What follows belongs to an exercise in optimizing a design on an open flow for a short achievable clock period and few clock cycles; a production flow would make more cautious choices.
RTL that was checked went through simulation tests only; none was proved equivalent to the original.
No functional check of the RTL was part of runs 1 and 3.
Power figures rest on the tool's default switching activity, not on a simulated workload.

### run.sh
#!/bin/bash
# synth_recipe.tcl (not shown) runs the flow's synth.tcl, then flattens the netlist and writes it again
# the make line also repeats each setting of config.mk as NAME=value (left out here)
make -C /OpenROAD-flow-scripts/flow DESIGN_CONFIG=/design/flow/config.mk WORK_HOME=/design/flow/orfs CLKGATE_MAP_FILE= SYNTH_SCRIPT=/design/flow/synth_recipe.tcl finish
### config.mk
export PLATFORM = sky130hd
export DESIGN_NAME = pipelined_cpu
export DESIGN_NICKNAME = pipelined_cpu
export VERILOG_FILES = /design/flow/design.v
export SDC_FILE = /design/flow/constraint.sdc
export NUM_CORES = 4
export LEC_CHECK = 0
export ABC_CLOCK_PERIOD_IN_PS = 2500
export CAP_MARGIN = 20
export CORE_MARGIN = 2
export CORE_UTILIZATION = 40
export SETUP_SLACK_MARGIN = 5
export SLEW_MARGIN = 20
### constraint.sdc
create_clock -name core_clock -period 8.0 [get_ports {clk}]
set_input_delay 1.6000 -clock core_clock [delete_from_list [all_inputs] [get_ports {clk}]]
set_output_delay 1.6000 -clock core_clock [all_outputs]
set_load 0.01 [all_outputs]
### design.v
`timescale 1ns / 1ps
module decode(
    input  [31:0] inst,
    output        uses_rs,
    output        uses_rt,
    output        alusrc,       
    output        is_load,
    output        is_store,
    output        is_branch,
    output        wr,           
    output [4:0]  dest,
    output [5:0]  fn            
    );
    wire [5:0] op = inst[31:26];
    wire [3:0] f  = inst[3:0];
    wire is_r    = (op == 6'b100000) | (op == 6'b100010) | (op == 6'b100100) |
                   (op == 6'b100101) | (op == 6'b101010);
    wire is_lw   = (op == 6'b100011);
    wire is_sw   = (op == 6'b101011);
    wire is_beq  = (op == 6'b000100);
    wire is_j    = (op == 6'b000010);
    wire is_addi = (op == 6'b001000);
    wire is_andi = (op == 6'b001100);
    wire is_sll  = (op == 6'b000000);
    wire is_ori  = ~(is_r | is_lw | is_sw | is_beq | is_j | is_addi | is_andi | is_sll);
    wire r_add = is_r & (f == 4'b0000);
    wire r_sub = is_r & (f == 4'b0010);
    wire r_and = is_r & (f == 4'b0100);
    wire r_or  = is_r & (f == 4'b0101);
    wire r_slt = is_r & ~(f == 4'b0000) & ~(f == 4'b0010) & ~(f == 4'b0100) & ~(f == 4'b0101);
    assign uses_rs   = ~is_j;
    assign uses_rt   = is_r | is_sw | is_beq | is_sll;
    assign alusrc    = is_lw | is_sw | is_addi | is_andi | is_ori;
    assign is_load   = is_lw;
    assign is_store  = is_sw;
    assign is_branch = is_beq;
    assign dest      = is_r ? inst[15:11] : inst[20:16];
    assign wr        = (is_r | is_lw | is_addi | is_andi | is_ori | is_sll) & (dest != 5'd0);
    assign fn        = {is_sll, r_slt, r_or | is_ori, r_and | is_andi, r_sub,
                        r_add | is_lw | is_sw | is_addi};
endmodule
`timescale 1ns / 1ps
module alu(
    input  [31:0] a,
    input  [31:0] b,
    input  [5:0]  fn,
    output [31:0] o
    );
    wire        sub  = fn[1] | fn[4];
    wire [31:0] sum  = a + (sub ? ~b : b) + {31'd0, sub};
    wire        lt   = (a[31] != b[31]) ? a[31] : sum[31];
    wire [31:0] sh   = (b[31:5] != 27'd0) ? 32'd0 : (a << b[4:0]);
    wire [31:0] early = ({32{fn[2]}} & (a & b)) |
                        ({32{fn[3]}} & (a | b)) |
                        ({32{fn[4]}} & {31'd0, lt}) |
                        ({32{fn[5]}} & sh);
    assign o  = (fn[0] | fn[1]) ? sum : early;
endmodule
`timescale 1ns / 1ps
module reg_mem(
    input         clk,
    input         we,
    input  [4:0]  wa,
    input  [31:0] wd,
    input  [4:0]  ra1,
    input  [4:0]  ra2,
    output [31:0] rd1,
    output [31:0] rd2
    );
    reg [31:0] mem [31:1];
    always @(posedge clk) begin
        if (we & (wa != 5'd0)) mem[wa] <= wd;
    end
    assign rd1 = (ra1 == 5'd0) ? 32'd0 : (we & (wa == ra1)) ? wd : mem[ra1];
    assign rd2 = (ra2 == 5'd0) ? 32'd0 : (we & (wa == ra2)) ? wd : mem[ra2];
endmodule
module btb(
    input         clk,
    input         rst,
    input  [31:0] pc,
    output        pred_taken,
    output        hit,
    output [1:0]  ctr_out,
    output [31:0] pred_target,
    input         upd,          
    input  [31:0] upd_pc,
    input         upd_taken,
    input         upd_hit,      
    input  [1:0]  upd_ctr,      
    input  [31:0] upd_target
    );
    reg        valid [0:15];
    reg [1:0]  ctr   [0:15];
    reg [3:0]  tag   [0:15];
    reg [11:0] tgt   [0:15];    
    wire [3:0] ri = pc[5:2];
    wire [3:0] wi = upd_pc[5:2];
    assign hit         = valid[ri] & (tag[ri] == pc[9:6]);
    assign ctr_out     = ctr[ri];
    assign pred_taken  = hit & ctr[ri][1];
    assign pred_target = {pc[31:14], tgt[ri], 2'b00};
    wire [1:0] c     = upd_ctr;
    wire       alloc = upd & ~upd_hit & upd_taken;
    integer k;
    always @(posedge clk) begin
        if (upd & upd_taken) tgt[wi] <= upd_target[13:2];
        if (alloc) tag[wi] <= upd_pc[9:6];
        if (alloc) ctr[wi] <= 2'b10;
        else if (upd & upd_hit) begin
            if (upd_taken) ctr[wi] <= (c == 2'b11) ? 2'b11 : c + 2'b01;
            else           ctr[wi] <= (c == 2'b00) ? 2'b00 : c - 2'b01;
        end
        if (rst) begin
            for (k = 0; k < 16; k = k + 1) valid[k] <= 1'b0;
        end
        else if (alloc) valid[wi] <= 1'b1;
    end
endmodule
`timescale 1ns / 1ps
module pipelined_cpu(
    input clk,
    input rst,
    output [31:0] imem_addr,
    input [31:0] imem_rdata,
    output [31:0] dmem_addr,
    output [31:0] dmem_wdata,
    output dmem_we,
    input [31:0] dmem_rdata
    );
    reg [31:2] pc;      
    reg        d_valid;
    reg [31:0] d_inst;
    reg [31:0] d_pc, d_pc4;
    reg        d_pred, d_hit;
    reg [1:0]  d_ctr;
    reg [31:0] d_ptgt;
    reg        e_valid;
    reg        e_load, e_store, e_branch, e_wr;
    reg [5:0]  e_fn;
    reg [4:0]  e_dest;
    reg [31:0] e_a, e_b, e_sd;
    reg        e_fa, e_fb, e_fs;
    reg        e_la, e_lb, e_ls;
    reg        e_pred, e_hit;
    reg [1:0]  e_ctr;
    reg [31:0] e_ptgt;
    reg [31:0] e_pc, e_pc4, e_target;
    reg        m_wr, m_load, m_store;
    reg [4:0]  m_dest;
    reg [31:0] m_res, m_sd;
    reg        m_branch, m_taken, m_hit;
    reg [1:0]  m_ctr;
    reg [31:0] m_pc, m_target;
    wire [31:0] m_wd = m_load ? dmem_rdata : m_res;
    assign dmem_addr  = m_res;
    assign dmem_wdata = m_sd;
    assign dmem_we    = m_store;
    wire [31:0] a  = e_la ? dmem_rdata : e_fa ? m_res : e_a;
    wire [31:0] b  = e_lb ? dmem_rdata : e_fb ? m_res : e_b;
    wire [31:0] sd = e_ls ? dmem_rdata : e_fs ? m_res : e_sd;
    wire [31:0] res;
    alu alu_1(a, b, e_fn, res);
    wire eq = e_fa ? (e_fs ? 1'b1 : (m_res == e_sd)) :
              e_fs ? (e_a == m_res) : (e_a == e_sd);
    wire taken    = e_branch & eq;
    wire e_tgt_ok = (e_ptgt == e_target);
    wire mp_eq  = e_valid & (e_pred ? ~(e_branch & e_tgt_ok) : e_branch);
    wire mp_ne  = e_valid & e_pred;
    wire mispred = eq ? mp_eq : mp_ne;
    wire d_uses_rs, d_uses_rt, d_alusrc, d_load, d_store, d_branch, d_wr;
    wire [4:0] d_dest;
    wire [5:0] d_fn;
    decode dec(d_inst, d_uses_rs, d_uses_rt, d_alusrc, d_load, d_store, d_branch, d_wr,
               d_dest, d_fn);
    wire [4:0] rs = d_inst[25:21];
    wire [4:0] rt = d_inst[20:16];
    wire [31:0] rd1, rd2;
    reg_mem rf(clk, m_wr, m_dest, m_wd, rs, rt, rd1, rd2);
    wire [31:0] imm    = {{16{d_inst[15]}}, d_inst[15:0]};
    wire [31:0] d_tgt  = d_pc4 + {imm[29:0], 2'b00};
    wire e_fwd_ok = e_valid & e_wr;
    wire hit_rs   = e_fwd_ok & (e_dest == rs);
    wire hit_rt   = e_fwd_ok & (e_dest == rt);
    wire stall = e_valid & e_load & e_wr & d_branch & ((e_dest == rs) | (e_dest == rt));
    wire        f_pred, f_hit;
    wire [1:0]  f_ctr;
    wire [31:0] f_ptgt;
    btb bp(clk, rst, {pc, 2'b00}, f_pred, f_hit, f_ctr, f_ptgt,
           m_branch, m_pc, m_taken, m_hit, m_ctr, m_target);
    assign imem_addr = {pc, 2'b00};
    wire [31:0] pc4   = {pc + 30'd1, 2'b00};
    wire [31:0] fpath = stall ? {pc, 2'b00} : f_pred ? f_ptgt : pc4;
    wire [31:0] npc_eq = mp_eq ? (e_branch ? e_target : e_pc4) : fpath;
    wire [31:0] npc_ne = mp_ne ? e_pc4 : fpath;
    always @(posedge clk) begin
        if (rst) pc <= 30'd0;
        else     pc <= eq ? npc_eq[31:2] : npc_ne[31:2];
        if (rst | mispred) d_valid <= 1'b0;
        else if (~stall)   d_valid <= 1'b1;
        if (~stall) begin
            d_inst <= imem_rdata;
            d_pc   <= {pc, 2'b00};
            d_pc4  <= pc4;
            d_pred <= f_pred;
            d_hit  <= f_hit;
            d_ctr  <= f_ctr;
            d_ptgt <= f_ptgt;
        end
        e_valid  <= ~rst & ~mispred & ~stall & d_valid;
        e_load   <= d_load;
        e_store  <= d_store;
        e_branch <= d_branch;
        e_wr     <= d_wr;
        e_fn     <= d_fn;
        e_dest   <= d_dest;
        e_a      <= rd1;
        e_b      <= d_alusrc ? imm : rd2;
        e_sd     <= rd2;
        e_fa     <= hit_rs & ~e_load;
        e_fb     <= hit_rt & ~e_load & ~d_alusrc;
        e_fs     <= hit_rt & ~e_load;
        e_la     <= hit_rs & e_load;
        e_lb     <= hit_rt & e_load & ~d_alusrc;
        e_ls     <= hit_rt & e_load;
        e_pred   <= d_pred;
        e_ptgt   <= d_ptgt;
        e_hit    <= d_hit;
        e_ctr    <= d_ctr;
        e_pc     <= d_pc;
        e_pc4    <= d_pc4;
        e_target <= d_tgt;
        m_wr     <= ~rst & e_valid & e_wr;
        m_load   <= e_load;
        m_store  <= ~rst & e_valid & e_store;
        m_branch <= ~rst & e_valid & e_branch;
        m_taken  <= taken;
        m_hit    <= e_hit;
        m_ctr    <= e_ctr;
        m_dest   <= e_dest;
        m_res    <= res;
        m_sd     <= sd;
        m_pc     <= e_pc;
        m_target <= e_target;
    end
endmodule
==> impl_metrics.json, run 1 <==
{
  "outcome": "no timing/DRC/antenna violations",
  "synth_edf_count": 1384,
  "rsz0062_at_grt": "yes",
  "seqCellArea_um2": 49200,
  "setup_violations": 0,
  "synth_commonest_cells": "edfxtp_1, mux4_2, dfxtp_1",
  "path_class": "in2reg",
  "area_delta_synth_final_pct": 21.2,
  "cap_violations": 0,
  "hold_depth": 0,
  "power_leakage_nw": 33.2,
  "ys_warn_count": 3,
  "clk_pin_slew_ps": 60,
  "clk_path_buf_depth": 3,
  "synth_area_um2": 81000,
  "grt_pass1_wl_um": 385000,
  "dieArea_um2": 206000,
  "core_area_um2": 202000,
  "portBuffers": 160,
  "hold_path_class": "reg2reg",
  "via_per_inst": 6.23,
  "finalSetupTns_ps": 0,
  "grt_antenna_before_repair": 13,
  "power_density_nw_per_um2": 229,
  "first_pass_iters": 6,
  "start_util": 0.402,
  "dp_hpwl_um": 159000,
  "nFillCells": 16800,
  "ctsHoldBuffers": 0,
  "synth_cell_types": 91,
  "wl_per_cell_um": 32.9,
  "place_congestion": 0.936,
  "synth_top_area_cell": "edfxtp_1",
  "netlist_instances": 5226,
  "insertion_delay_ps": 840,
  "gr-total-overflow": 0,
  "finalHoldViolCount": 0,
  "htree_levels": 4,
  "grt_start_max_net_pins": 70,
  "drtIter0Drc": 6483,
  "crit_fanout": 4,
  "fin_skew_ps": 54.1,
  "yosysMostFrequentCell": "edfxtp_1",
  "cts_tree": "done",
  "fp.dieW_um": 454,
  "relSlewSlack": 0.192,
  "tightest_slew_ps": 1180,
  "fp.dieH_um": 454,
  "r2r_slack_ps": 4580,
  "placementRows": 165,
  "critPathLaunch": "dmem_rdata[4]",
  "ir_drop_v": 0.000228,
  "cts_root_buffer": "clkbuf_16",
  "placed_cells": 7808,
  "worstReg2RegStart": "e_la$_DFF_P_",
  "holdWs_ps": 306,
  "drive_above_1_share": 0.345,
  "drc_errors": 0,
  "layout.cells.non_filler": 8497,
  "grt_usage": 0.263,
  "start_kind": "primary input",
  "ys_seq_area_frac": 0.604,
  "netlist_top_cells_area": "edfxtp_1, mux4_2, dfxtp_1",
  "ys.flop_type": "edfxtp_1",
  "ant_nets": 0,
  "wirelength_um": 280000,
  "max_freq_ghz": 0.287,
  "end_kind": "flip-flop",
  "worstHoldStart": "d_ptgt[14]$_DFFE_PN_",
  "cp-endpoint": "m_res[28]$_DFF_P_",
  "worstPathArrival_ps": 4210,
  "reg2reg_to": "m_res[0]$_DFF_P_",
  "yosys_register_bits": 1753,
  "async_flop_share": 0,
  "synth_top_area_share": 0.513,
  "syn_area_per_cell_um2": 15.5,
  "finalMaxSlewViolations": 0,
  "crit_required_ps": 8720,
  "post-route-min-period_ps": 3480,
  "grt_pass1_vias": 51400,
  "pin_count": 163,
  "fin_crit_sh": 0.436,
  "clkSinkCount": 1753,
  "reg2reg_depth": 13,
  "cts_buffers": 186,
  "multi_input_area_um2": 32600,
  "via_count": 53000,
  "fin_nets": 5795
}
power breakdown:
group          internal, mW  switching (mW)  leakage (nW)
clock network          4.84            3.74          2.95
registers              10.3           0.241          15.8
logic                  1.41            2.01          14.5
repair_timing:
item                       4_1_cts  5_1_grt
pin swaps                      153      128
setup buffers                  226       66
hold endpoints to repair         0        0
resized for setup             1156      164
setup endpoints to repair      718      269
cloned                          29       17
through the flow:
step	total power [mW]	setup WS (ps)	utilization	instance area [um2]
after CTS	22.4	4560	0.479	96600
after detailed placement	13.4	2290	0.425	85800
after global routing	23.1	4470	0.487	98200
final	22.5	4520	0.487	98300
after global placement	13.4	2210	0.425	85800
after floorplan	12.3	3820	-	81200
final cells by class:
cell class / count / area share
Timing Repair Buffer: 611 / 0.0677
Tap cell: 2672 / 0.0340
Multi-Input combinational cell: 3032 / 0.332
Clock inverter: 108 / 0.00947
Antenna cell: 8 / 0.000204
Clock buffer: 235 / 0.0518
Timing Repair inverter: 2 / 0.000166
Sequential cell: 1753 / 0.501
Inverter: 76 / 0.00329
logic make-up (layout without fill, tap and decap cells):
| family | count (synthesis) | count (layout) | share of synthesized area |
|---|---|---|---|
| flip-flops | 1753 | 1753 | 0.604 |
| XOR/XNOR | 244 | 244 | 0.0264 |
| adder cells (fa/ha/maj) | 68 | 68 | 0.0107 |
| other | 1 | 10 | 0.0000463 |
| AND/OR/NAND/NOR | 889 | 893 | 0.0492 |
| AO/OA/AOI/OAI | 795 | 795 | 0.0656 |
| multiplexers | 1030 | 1030 | 0.220 |
| buffers and inverters | 446 | 1032 | 0.0237 |
worst max-delay path, stage by stage:
cell and delay [ps]:
buf_4 160, nand2_1 70, o21ai_1 50, buf_4 160, xnor2_1 140, ha_1 370
a21o_1 210, a31oi_4 60, a22oi_2 280, a31oi_4 200, nand2b_4 180, a211o_1 270
buf_4 150, buf_6 110, xor2_2 130, a21oi_1 70
how the worst min path moves through the flow:
stage / to
after CTS: e_ptgt[18]$_DFF_P_
after global placement: bp.upd_pc[7]$_DFF_P_
after global routing: e_ptgt[12]$_DFF_P_
final: e_ptgt[14]$_DFF_P_
after floorplan: bp.upd_pc[2]$_DFF_P_
after detailed placement: bp.upd_pc[7]$_DFF_P_
state kept, by name, summed over array words and instances (netlist names), 12 cells and up, named ones only:
| signal | flops |
|---|---|
| rf.mem | 992 |
| e_sd | 32 |
| d_inst | 32 |
| bp.tgt | 192 |
| e_target | 30 |
| d_ptgt | 30 |
| bp.ctr | 32 |
| d_pc4 | 30 |
| e_ptgt | 30 |
| bp.tag | 64 |
| bp.valid | 16 |
| m_sd | 32 |
| e_a | 32 |
| m_target | 12 |
| m_res | 32 |
| pc | 30 |
| e_pc4 | 30 |
| e_b | 32 |
cell usage in the layout, fill, tap and decap left out, drive strengths merged, types with 32 or more instances in the layout:
cell type and count:
a211oi 201, a21oi 137, a22oi 51, buf 536, clkbuf 252, clkdlybuf4s50 32
clkinv 85, dfxtp 369, edfxtp 1384, ha 65, inv 82, mux2 115
mux2i 325, mux4 590, nand2 288, nand3 80, nor2 317, nor3 41
o21ai 156, o22ai 36, xnor2 159, xor2 85
routing by layer:
metal	global-route usage	up-vias	wire (um)
met5	0	-	28
met4	0.104	4	12500
met3	0.0558	478	26600
met2	0.412	2846	130000
met1	0.359	27900	111000
li1	-	21800	-
==> run 2: changes to the inputs <==
--- a/design.v
+++ b/design.v
@@ -141,3 +141,3 @@
     reg [31:0] e_a, e_b, e_sd;
-    reg        e_fa, e_fb, e_fs;
+    reg        e_fa, e_fb, e_fs, e_eq;
     reg        e_la, e_lb, e_ls;
@@ -163,3 +163,5 @@
     wire eq = e_fa ? (e_fs ? 1'b1 : (m_res == e_sd)) :
-              e_fs ? (e_a == m_res) : (e_a == e_sd);
+              e_la ? (e_ls ? 1'b1 : (dmem_rdata == e_sd)) :
+              e_fs ? (e_a == m_res) :
+              e_ls ? (e_a == dmem_rdata) : e_eq;
     wire taken    = e_branch & eq;
@@ -183,3 +185,2 @@
     wire hit_rt   = e_fwd_ok & (e_dest == rt);
-    wire stall = e_valid & e_load & e_wr & d_branch & ((e_dest == rs) | (e_dest == rt));
     wire        f_pred, f_hit;
@@ -191,3 +192,3 @@
     wire [31:0] pc4   = {pc + 30'd1, 2'b00};
-    wire [31:0] fpath = stall ? {pc, 2'b00} : f_pred ? f_ptgt : pc4;
+    wire [31:0] fpath = f_pred ? f_ptgt : pc4;
     wire [31:0] npc_eq = mp_eq ? (e_branch ? e_target : e_pc4) : fpath;
@@ -198,4 +199,4 @@
         if (rst | mispred) d_valid <= 1'b0;
-        else if (~stall)   d_valid <= 1'b1;
-        if (~stall) begin
+        else               d_valid <= 1'b1;
+        begin
             d_inst <= imem_rdata;
@@ -208,3 +209,3 @@
         end
-        e_valid  <= ~rst & ~mispred & ~stall & d_valid;
+        e_valid  <= ~rst & ~mispred & d_valid;
         e_load   <= d_load;
@@ -218,2 +219,3 @@
         e_sd     <= rd2;
+        e_eq     <= (rd1 == rd2);
         e_fa     <= hit_rs & ~e_load;
==> flow/run.sh (new file) <==
#!/bin/bash
# The standard layout, with one change: after placement, the port buffers that placement
# inserted as delay cells (clkdlybuf/dlygate) are swapped for plain buffers, which are faster,
# and the placement is legalised again. Every tool's output goes to its own log here.
set -euo pipefail
bash standard.sh place > place.log 2>&1
R=orfs/results/$FLOW_PLATFORM/pipelined_cpu/base
ODB_IN=$R/3_place.odb openroad -no_init -exit flow/fixio.tcl > fixio.log 2>&1
bash standard.sh finish > finish.log 2>&1
==> flow/fixio.tcl (new file) <==
# Swap delay-cell port buffers for plain buffers and legalise the placement.
read_db $::env(ODB_IN)
set db [ord::get_db]
set block [ord::get_db_block]
set n 0
foreach bt [$block getBTerms] {
  if {[$bt getName] eq "clk"} { continue }
  set net [$bt getNet]
  if {$net eq "NULL"} { continue }
  set out [expr {[$bt getIoType] eq "OUTPUT"}]
  foreach it [$net getITerms] {
    set inst [$it getInst]
    set m [[$inst getMaster] getName]
    if {[string match "sky130_fd_sc_hd__clkdlybuf*" $m] || [string match "sky130_fd_sc_hd__dlygate*" $m] || [string match "sky130_fd_sc_hd__dlymetal*" $m]} {
      set new [expr {$out ? "sky130_fd_sc_hd__buf_4" : "sky130_fd_sc_hd__buf_8"}]
      $inst swapMaster [$db findMaster $new]
      puts "swapped [$inst getName] $m -> $new"
      incr n
    }
  }
}
puts "swapped $n port buffers"
detailed_placement
check_placement -verbose
write_db $::env(ODB_IN)
==> standard.sh (new file) <==
#!/bin/bash
# synth_recipe.tcl (not shown) runs the flow's synth.tcl, then flattens the netlist and writes it again
# the make line also repeats each setting of config.mk as NAME=value (left out here)
make -C /OpenROAD-flow-scripts/flow DESIGN_CONFIG=/design/flow/config.mk WORK_HOME=/design/flow/orfs CLKGATE_MAP_FILE= SYNTH_SCRIPT=/design/flow/synth_recipe.tcl "${@:-finish}"
removed: run.sh
==> run 2 against run 1 <==
Cell area increased by 0.26%; core utilization shrank 0.073 points; hold slack improved by 9.8 ps; worst setup slack got worse by 120 ps; die area rose by 0.66%; non-clock buffer count is 39 higher; combinational power is 6.5% higher; via count rose by 9.0%; first-iteration DRC count up 22%; critical path type is now reg2reg; highest routed layer unchanged.
==> impl_metrics.json, run 2 <==
{
  "regMostFlops": "rf.mem",
  "yosys.area_share.simple": 0.0622,
  "synth_edf_count": 1280,
  "rsz0062_at_grt": "yes",
  "synth_area_um2": 81600,
  "start_kind": "flip-flop",
  "yosys_register_bits": 1749,
  "hold_path_class": "reg2reg",
  "core_area_um2": 203000,
  "end_kind": "flip-flop",
  "fp.dieW_um": 456,
  "dp_hpwl_um": 185000,
  "nFillCells": 17100,
  "post-route-util": 0.486,
  "worstPathArrival_ps": 4380,
  "r2r_slack_ps": 4400,
  "finalMaxSlewViolations": 0,
  "start_util": 0.403,
  "grt_usage": 0.288,
  "path_class": "reg2reg",
  "gr-total-overflow": 0,
  "netlist_instances": 5791,
  "mostFrequentLayoutCells": "edfxtp_1, buf_4, mux4_2, mux2i_1, dfxtp_1",
  "crit_fanout": 22,
  "max_freq_ghz": 0.278,
  "cap_violations": 0,
  "synth_top_area_cell": "edfxtp_1",
  "ir_drop_v": 0.000204,
  "crit_required_ps": 8780,
  "first_pass_iters": 8,
  "finalHoldViolCount": 0,
  "placementRows": 165,
  "cts_buffers": 175,
  "via_per_inst": 6.40,
  "synth_xor_area_frac": 0.0363,
  "placed_cells": 8345,
  "drc_errors": 0,
  "relSlewSlack": 0.169,
  "pin_count": 163,
  "grt_pass1_wl_um": 426000,
  "netlist_top_cells_area": "edfxtp_1, dfxtp_1, mux4_2",
  "async_flop_share": 0,
  "ys_seq_area_frac": 0.586,
  "place_congestion": 0.958,
  "tightest_slew_ps": 1210,
  "dieArea_um2": 208000,
  "area_delta_synth_final_pct": 20.7,
  "drtIter0Drc": 7915,
  "htree_levels": 4,
  "layout.cells.non_filler": 9023,
  "grt_start_max_net_pins": 68,
  "synth_top_family_by_area": "multiplexers",
  "holdWs_ps": 316,
  "drive_above_1_share": 0.307,
  "synth_top_area_share": 0.471,
  "portBuffers": 160,
  "synth_commonest_cells": "edfxtp_1, dfxtp_1, mux2i_1",
  "synth_cell_types": 107,
  "yosysMostFrequentCell": "edfxtp_1",
  "muxShareOfSynthArea": 0.179,
  "fin_skew_ps": 58.4,
  "grt_pass1_vias": 56000,
  "syn_area_per_cell_um2": 14.1,
  "cts_root_buffer": "clkbuf_16",
  "wl_per_cell_um": 34.4,
  "power_density_nw_per_um2": 227,
  "outcome": "no timing/DRC/antenna violations",
  "ant_nets": 0,
  "synth_adder_area_share": 0.0106,
  "ctsHoldBuffers": 0,
  "fin_nets": 6335,
  "insertion_delay_ps": 870,
  "power_leakage_nw": 33.8,
  "via_count": 57700,
  "synth-compound-area-share": 0.0902,
  "cts_tree": "done",
  "clk_pin_slew_ps": 60,
  "top_regs": "rf.mem x992, bp.tgt x192, bp.tag x64",
  "largest_reg_flops": 992,
  "finalSetupTns_ps": 0,
  "grt_antenna_before_repair": 6,
  "setup_violations": 0,
  "clk_path_buf_depth": 3,
  "ys_warn_count": 3,
  "ys.flop_type": "edfxtp_1",
  "final_common_cell": "edfxtp_1",
  "fp.dieH_um": 456,
  "clkSinkCount": 1749,
  "fin_crit_sh": 0.450,
  "wirelength_um": 311000,
  "post-route-min-period_ps": 3600
}
[run 2: cell types whose count changed after synthesis, sizes merged, moves of 68 or more]
cell	before	now
mux4	590	399
dfxtp	369	469
edfxtp	1384	1280
a21oi	137	205
mux2i	325	412
o21ai	156	254
nand2	288	357
a211oi	201	60
o221ai	4	86
buf	159	246
[run 2: repair_timing]
item,4_1_cts,5_1_grt
setup buffers,228,77
gates resized for setup,524,230
pin swaps,100,126
endpoints found under the setup margin,527,222
cloned,38,9
[run 2: kinds of logic after synthesis]
group                      Yosys count
AOI/OAI and AO/OA                 1075
xor gates and xnor gates           338
adders and majority gates           68
buffers and inverters              514
DFF                               1749
muxes                              941
other                                1
and+or+nand+nor                   1105
[run 2: where the power goes]
group	switching (mW)	total, mW	leakage (nW)	internal (mW)
logic	2.20	3.63	15.6	1.43
registers	0.332	10.5	15.4	10.2
clock network	3.57	8.20	2.76	4.63
[run 2: worst paths after layout]
kind,startpoint,end,cells past startpoint
worst max-delay path,d_inst[23]$_DFF_P_,e_eq$_DFF_P_,14
worst min-delay path,d_ptgt[12]$_DFF_P_,e_ptgt[12]$_DFF_P_,0
worst max register to register,d_inst[23]$_DFF_P_,e_eq$_DFF_P_,14
worst min register to register,d_ptgt[12]$_DFF_P_,e_ptgt[12]$_DFF_P_,0
[run 2: critical path: stages (launching register included)]
cell,delay (ps)
dfxtp_4,520
buf_16,280
xnor2_1,190
nand4_1,180
nor2_1,130
buf_4,310
nor2_1,100
buf_6,150
buf_12,160
nand3_1,130
o21ai_1,340
xnor2_1,300
nand4_1,110
or4_4,440
nor4_2,130
[run 2: cell type report]
cell class                      count  area [um2]  share of cell area
Inverter                           90         359             0.00365
Timing Repair inverter              3        16.3            0.000165
Multi-Input combinational cell   3533       33400               0.339
Clock inverter                     71         674             0.00685
Sequential cell                  1749       48100               0.488
Timing Repair Buffer              650        7560              0.0767
Tap cell                         2672        3340              0.0339
Clock buffer                      251        5010              0.0509
Antenna cell                        4        10.0            0.000102
[run 2: per-stage QoR]
| step | total power [mW] | cell area (um2) | setup slack, ps |
|---|---|---|---|
| floorplan | 12.4 | 82100 | 3930 |
| global placement | 13.5 | 85800 | 1830 |
| detailed placement | 13.6 | 85900 | 1950 |
| CTS | 22.1 | 96700 | 4480 |
| global route | 22.9 | 98500 | 4360 |
| finish | 22.3 | 98500 | 4400 |
[run 2: layer usage]
metal,GRT usage,up-vias,part of all wire
met3,0.0776,892,0.12
li1,-,23500,-
met4,0.165,4,0.065
met5,0,-,0.00029
met1,0.373,29500,0.37
met2,0.436,3868,0.44
Testbench counts of run 2, summed over its fixed seeds: cycles 34,530.
==> run 3: changes to the inputs <==
--- a/design.v
+++ b/design.v
@@ -45,2 +45,3 @@
     input  [31:0] b,
+    input  [31:0] c,
     input  [5:0]  fn,
@@ -48,11 +49,72 @@
     );
-    wire        sub  = fn[1] | fn[4];
-    wire [31:0] sum  = a + (sub ? ~b : b) + {31'd0, sub};
-    wire        lt   = (a[31] != b[31]) ? a[31] : sum[31];
-    wire [31:0] sh   = (b[31:5] != 27'd0) ? 32'd0 : (a << b[4:0]);
-    wire [31:0] early = ({32{fn[2]}} & (a & b)) |
-                        ({32{fn[3]}} & (a | b)) |
-                        ({32{fn[4]}} & {31'd0, lt}) |
-                        ({32{fn[5]}} & sh);
-    assign o  = (fn[0] | fn[1]) ? sum : early;
+    wire [31:0] add, diff;
+    add32k add_1(a, b, 1'b0, add);
+    add32k sub_1(a, ~b, 1'b1, diff);
+    wire        lt   = (a[31] != b[31]) ? a[31] : diff[31];
+    wire [31:0] sh  = (c[31:5] != 27'd0) ? 32'd0 : (a << c[4:0]);
+    assign o = ({32{fn[0]}} & add) |
+               ({32{fn[1]}} & diff) |
+               ({32{fn[2]}} & (a & b)) |
+               ({32{fn[3]}} & (a | b)) |
+               ({32{fn[4]}} & {31'd0, lt}) |
+               ({32{fn[5]}} & sh);
+endmodule
+module add32k(
+    input  [31:0] a,
+    input  [31:0] b,
+    input         cin,
+    output [31:0] s
+    );
+    wire [31:0] p = a ^ b;
+    wire [31:0] g0 = a & b;
+    wire [31:0] g = {g0[31:1], g0[0] | (p[0] & cin)};
+    wire [31:0] g1, p1, g2, p2, g3, p3, g4, p4, g5;
+    genvar i;
+    generate
+        for (i = 0; i < 32; i = i + 1) begin : l1
+            if (i >= 1) begin : x
+                assign g1[i] = g[i] | (p[i] & g[i-1]);
+                assign p1[i] = p[i] & p[i-1];
+            end else begin : y
+                assign g1[i] = g[i];
+                assign p1[i] = p[i];
+            end
+        end
+        for (i = 0; i < 32; i = i + 1) begin : l2
+            if (i >= 2) begin : x
+                assign g2[i] = g1[i] | (p1[i] & g1[i-2]);
+                assign p2[i] = p1[i] & p1[i-2];
+            end else begin : y
+                assign g2[i] = g1[i];
+                assign p2[i] = p1[i];
+            end
+        end
+        for (i = 0; i < 32; i = i + 1) begin : l3
+            if (i >= 4) begin : x
+                assign g3[i] = g2[i] | (p2[i] & g2[i-4]);
+                assign p3[i] = p2[i] & p2[i-4];
+            end else begin : y
+                assign g3[i] = g2[i];
+                assign p3[i] = p2[i];
+            end
+        end
+        for (i = 0; i < 32; i = i + 1) begin : l4
+            if (i >= 8) begin : x
+                assign g4[i] = g3[i] | (p3[i] & g3[i-8]);
+                assign p4[i] = p3[i] & p3[i-8];
+            end else begin : y
+                assign g4[i] = g3[i];
+                assign p4[i] = p3[i];
+            end
+        end
+        for (i = 0; i < 32; i = i + 1) begin : l5
+            if (i >= 16) begin : x
+                assign g5[i] = g4[i] | (p4[i] & g4[i-16]);
+            end else begin : y
+                assign g5[i] = g4[i];
+            end
+        end
+    endgenerate
+    wire [31:0] c = {g5[30:0], cin};
+    assign s = p ^ c;
 endmodule
@@ -129,6 +191,6 @@
     );
-    reg [31:2] pc;      
+    reg [31:0] pc;
     reg        d_valid;
     reg [31:0] d_inst;
-    reg [31:0] d_pc, d_pc4;
+    reg [31:0] d_pc;
     reg        d_pred, d_hit;
@@ -141,3 +203,3 @@
     reg [31:0] e_a, e_b, e_sd;
-    reg        e_fa, e_fb, e_fs, e_eq;
+    reg        e_fa, e_fb, e_fs;
     reg        e_la, e_lb, e_ls;
@@ -161,12 +223,8 @@
     wire [31:0] res;
-    alu alu_1(a, b, e_fn, res);
-    wire eq = e_fa ? (e_fs ? 1'b1 : (m_res == e_sd)) :
-              e_la ? (e_ls ? 1'b1 : (dmem_rdata == e_sd)) :
-              e_fs ? (e_a == m_res) :
-              e_ls ? (e_a == dmem_rdata) : e_eq;
+    alu alu_1(a, b, sd, e_fn, res);
+    wire eq       = (a == sd);    
     wire taken    = e_branch & eq;
     wire e_tgt_ok = (e_ptgt == e_target);
-    wire mp_eq  = e_valid & (e_pred ? ~(e_branch & e_tgt_ok) : e_branch);
-    wire mp_ne  = e_valid & e_pred;
-    wire mispred = eq ? mp_eq : mp_ne;
+    wire mispred  = e_valid & (e_pred ? ~(taken & e_tgt_ok) : taken);
+    wire [31:0] redirect = taken ? e_target : e_pc4;
     wire d_uses_rs, d_uses_rt, d_alusrc, d_load, d_store, d_branch, d_wr;
@@ -181,2 +239,3 @@
     wire [31:0] imm    = {{16{d_inst[15]}}, d_inst[15:0]};
+    wire [31:0] d_pc4  = d_pc + 32'd4;
     wire [31:0] d_tgt  = d_pc4 + {imm[29:0], 2'b00};
@@ -188,23 +247,19 @@
     wire [31:0] f_ptgt;
-    btb bp(clk, rst, {pc, 2'b00}, f_pred, f_hit, f_ctr, f_ptgt,
+    btb bp(clk, rst, pc, f_pred, f_hit, f_ctr, f_ptgt,
            m_branch, m_pc, m_taken, m_hit, m_ctr, m_target);
-    assign imem_addr = {pc, 2'b00};
-    wire [31:0] pc4   = {pc + 30'd1, 2'b00};
-    wire [31:0] fpath = f_pred ? f_ptgt : pc4;
-    wire [31:0] npc_eq = mp_eq ? (e_branch ? e_target : e_pc4) : fpath;
-    wire [31:0] npc_ne = mp_ne ? e_pc4 : fpath;
+    assign imem_addr = pc;
+    wire [31:0] pc4 = pc + 32'd4;
     always @(posedge clk) begin
-        if (rst) pc <= 30'd0;
-        else     pc <= eq ? npc_eq[31:2] : npc_ne[31:2];
+        if (rst)          pc <= 32'd0;
+        else if (mispred) pc <= redirect;
+        else if (f_pred)  pc <= f_ptgt;
+        else              pc <= pc4;
         if (rst | mispred) d_valid <= 1'b0;
         else               d_valid <= 1'b1;
-        begin
-            d_inst <= imem_rdata;
-            d_pc   <= {pc, 2'b00};
-            d_pc4  <= pc4;
-            d_pred <= f_pred;
-            d_hit  <= f_hit;
-            d_ctr  <= f_ctr;
-            d_ptgt <= f_ptgt;
-        end
+        d_inst <= imem_rdata;
+        d_pc   <= pc;
+        d_pred <= f_pred;
+        d_hit  <= f_hit;
+        d_ctr  <= f_ctr;
+        d_ptgt <= f_ptgt;
         e_valid  <= ~rst & ~mispred & d_valid;
@@ -219,3 +274,2 @@
         e_sd     <= rd2;
-        e_eq     <= (rd1 == rd2);
         e_fa     <= hit_rs & ~e_load;
==> run.sh (new file) <==
#!/bin/bash
# synth_recipe.tcl (not shown) runs the flow's synth.tcl, then flattens the netlist and writes it again
# the make line also repeats each setting of config.mk as NAME=value (left out here)
make -C /OpenROAD-flow-scripts/flow DESIGN_CONFIG=/design/flow/config.mk WORK_HOME=/design/flow/orfs CLKGATE_MAP_FILE= SYNTH_SCRIPT=/design/flow/synth_recipe.tcl finish
removed: flow/run.sh
removed: flow/fixio.tcl
removed: standard.sh
==> run 3 against run 2 <==
Clock skew grew 1.1 ps; critical path depth grew 2; routed wire length shrank 15%; worst setup slack lost 780 ps; still clean on timing, DRC and antenna; largest power group unchanged; first-iteration DRC count shrank 17%; hold slack gained 5.4 ps.
==> impl_metrics.json, run 3 <==
{
  "ys_seq_area_frac": 0.586,
  "clk_pin_slew_ps": 70,
  "outcome": "no timing/DRC/antenna violations",
  "dieArea_um2": 206000,
  "setup_violations": 0,
  "ant_nets": 0,
  "pin_count": 163,
  "fin_skew_ps": 59.5,
  "clk_path_buf_depth": 3,
  "ctsHoldBuffers": 0,
  "wl_per_cell_um": 30.8,
  "async_flop_share": 0,
  "dp_hpwl_um": 157000,
  "placementRows": 165,
  "via_count": 52500,
  "ir_drop_v": 0.000179,
  "top_regs": "rf.mem x992, bp.tgt x192, bp.tag x64",
  "worst_slack_ps": 3620,
  "power_leakage_nw": 33.4,
  "worstPathArrival_ps": 5100,
  "synth_edf_count": 1280,
  "crit_fanout": 4,
  "power_density_nw_per_um2": 229,
  "insertion_delay_ps": 830,
  "relSlewSlack": 0.262,
  "yosys_register_bits": 1728,
  "max_freq_ghz": 0.228,
  "synth_cell_types": 87,
  "regMostFlops": "rf.mem",
  "clkSinkCount": 1728,
  "cts_buffers": 184,
  "synth_top_area_share": 0.475,
  "synth_top_area_cell": "edfxtp_1",
  "drive_above_1_share": 0.363,
  "ys.flop_type": "edfxtp_1",
  "wirelength_um": 264000,
  "finalHoldViolCount": 0,
  "crit_required_ps": 8720,
  "synth_commonest_cells": "edfxtp_1, mux4_2, dfxtp_1",
  "fin_crit_sh": 0.547,
  "end_kind": "flip-flop",
  "fp.dieH_um": 454,
  "grt_pass1_vias": 51300,
  "start_util": 0.401,
  "netlist_top_cells_area": "edfxtp_1, mux4_2, dfxtp_1",
  "htree_levels": 4,
  "drtIter0Drc": 6557,
  "finalSetupTns_ps": 0,
  "hold_path_class": "reg2reg",
  "cts_tree": "done",
  "synth_area_um2": 80900,
  "final_common_cell": "edfxtp_1",
  "via_per_inst": 6.12,
  "netlist_instances": 5316,
  "post-route-min-period_ps": 4380,
  "grt_start_max_net_pins": 96,
  "finalMaxSlewViolations": 0,
  "syn_area_per_cell_um2": 15.2,
  "start_kind": "primary input",
  "fin_nets": 5934,
  "ys_warn_count": 3,
  "place_congestion": 0.916,
  "cts_root_buffer": "clkbuf_16",
  "cap_violations": 0,
  "post-route-util": 0.487,
  "grt_antenna_before_repair": 14,
  "tightest_slew_ps": 1100,
  "gr-total-overflow": 0,
  "rsz0062_at_grt": "yes",
  "portBuffers": 162,
  "yosysMostFrequentCell": "edfxtp_1",
  "grt_pass1_wl_um": 373000,
  "largest_reg_flops": 992,
  "core_area_um2": 201000,
  "grt_usage": 0.251,
  "mostFrequentLayoutCells": "edfxtp_1, mux4_2, dfxtp_1, nor2_1, buf_4",
  "area_delta_synth_final_pct": 21.4,
  "drc_errors": 0,
  "first_pass_iters": 8,
  "dp_slack_ps": 1710,
  "fp.dieW_um": 454,
  "path_class": "in2reg"
}
run 3: layout make-up:
class | count | area [um2]
Inverter | 149 | 599
Antenna cell | 6 | 15.0
Multi-Input combinational cell | 3075 | 34300
Timing Repair Buffer | 597 | 6050
Timing Repair inverter | 2 | 10.0
Clock buffer | 241 | 5050
Tap cell | 2672 | 3340
Fill cell | 16900 | 103000
Sequential cell | 1728 | 47700
Clock inverter | 109 | 1140
run 3: path summary, 6_finish.rpt:
check,from,to,slack (ps),depth (start not counted)
min,e_pc[2]$_DFF_P_,m_pc[2]$_DFF_P_,320,0
min reg2reg,e_pc[2]$_DFF_P_,m_pc[2]$_DFF_P_,320,0
max,dmem_rdata[4],m_res[31]$_DFF_P_,3620,16
max reg2reg,e_fb$_DFF_P_,m_res[31]$_DFF_P_,3660,16
run 3: worst max-delay path: stages:
cell and delay (ps):
buf_8 110, nand2_2 40, o21a_1 190, ha_4 250
nor3_4 170, o21ai_2 110, a31oi_4 210, a221o_1 210
a311o_2 270, a211oi_4 100, nor4b_2 320, nor2_1 70
o41a_1 460, fa_2 560, o221ai_1 110, a221o_1 310
run 3: kinds of logic (layout without fill, tap and decap cells):
kind of cell / Yosys count / in the layout / share of synthesized area
xor+xnor: 182 / 182 / 0.0199
compound gates: 757 / 760 / 0.0630
flops: 1728 / 1728 / 0.586
other cells: 0 / 6 / 0
mux: 1060 / 1060 / 0.230
buf+inv: 518 / 1098 / 0.0277
simple gates: 939 / 941 / 0.0523
fa+ha+maj: 132 / 132 / 0.0208
run 3: where the power goes:
part           switching [mW]  total, mW  internal (mW)
Clock                    3.69       8.69           5.00
Combinational            2.10       3.52           1.42
Sequential              0.223       10.3           10.1
Total                    6.01       22.5           16.5
run 3: metrics by stage:
step           hold slack, ps  instances  power, mW  cell area, um2
6_report                  321       8579       22.5           98200
5_1_grt                   324       8576       23.2           98200
4_1_cts                   324       8487       22.4           96500
3_5_place_dp              312       7875       13.3           85700
3_3_place_gp              310       7874       13.3           85700
2_1_floorplan             310       5316       12.2           81300
run 3: routing by layer:
metal  vias to the layer above  GRT usage  part of all wire
met5                         -          0          0.000049
met4                         4     0.0805             0.036
met3                       483     0.0532             0.095
met2                      2707      0.392              0.46
met1                     27500      0.351              0.41
li1                      21900          -                 -
run 3: repair_timing:
| action | in CTS | in global routing |
|---|---|---|
| gates cloned | 21 | 8 |
| resized for setup | 1088 | 188 |
| setup buffers | 241 | 76 |
| endpoints found under the hold margin | 0 | 0 |
| pin swaps | 109 | 94 |
| setup endpoints to repair | 778 | 307 |

-- static timing again, ports no longer ideal --
The flow's constraints put no driver on any port. The routed layouts listed below were extracted and timed again, unchanged, in two steps. Step 1: set_driving_cell puts a clkbuf_16 on clk and a buf_2 on each other input, an assumption about the parent block. Step 2, shift: input delay + t, output delay - t, t = (earliest + latest rising clock arrival at the registers) / 2. This alone moves slack from input paths to output paths. a / b / c = no drivers / after step 1 / after step 2; a / b = the first two.
run	t (ns)	setup slack, ns	worst setup path at the end	latest minus earliest clock arrival (ns)	slew at the worst register clock pin (ns)
run 1	0.910	4.515 / 4.571 / 3.661	input to register	0.073 / 0.073	0.07 / 0.07
run 2	0.931	4.400 / 4.400 / 3.555	input to register	0.059 / 0.059	0.07 / 0.07
run 3	0.922	3.621 / 3.590 / 2.668	input to register	0.087 / 0.088	0.07 / 0.07
After both steps every run listed still meets setup and hold. For run 3, which loses most, drivers alone change the setup slack by -0.031 ns; drivers and shift together by -0.953 ns.
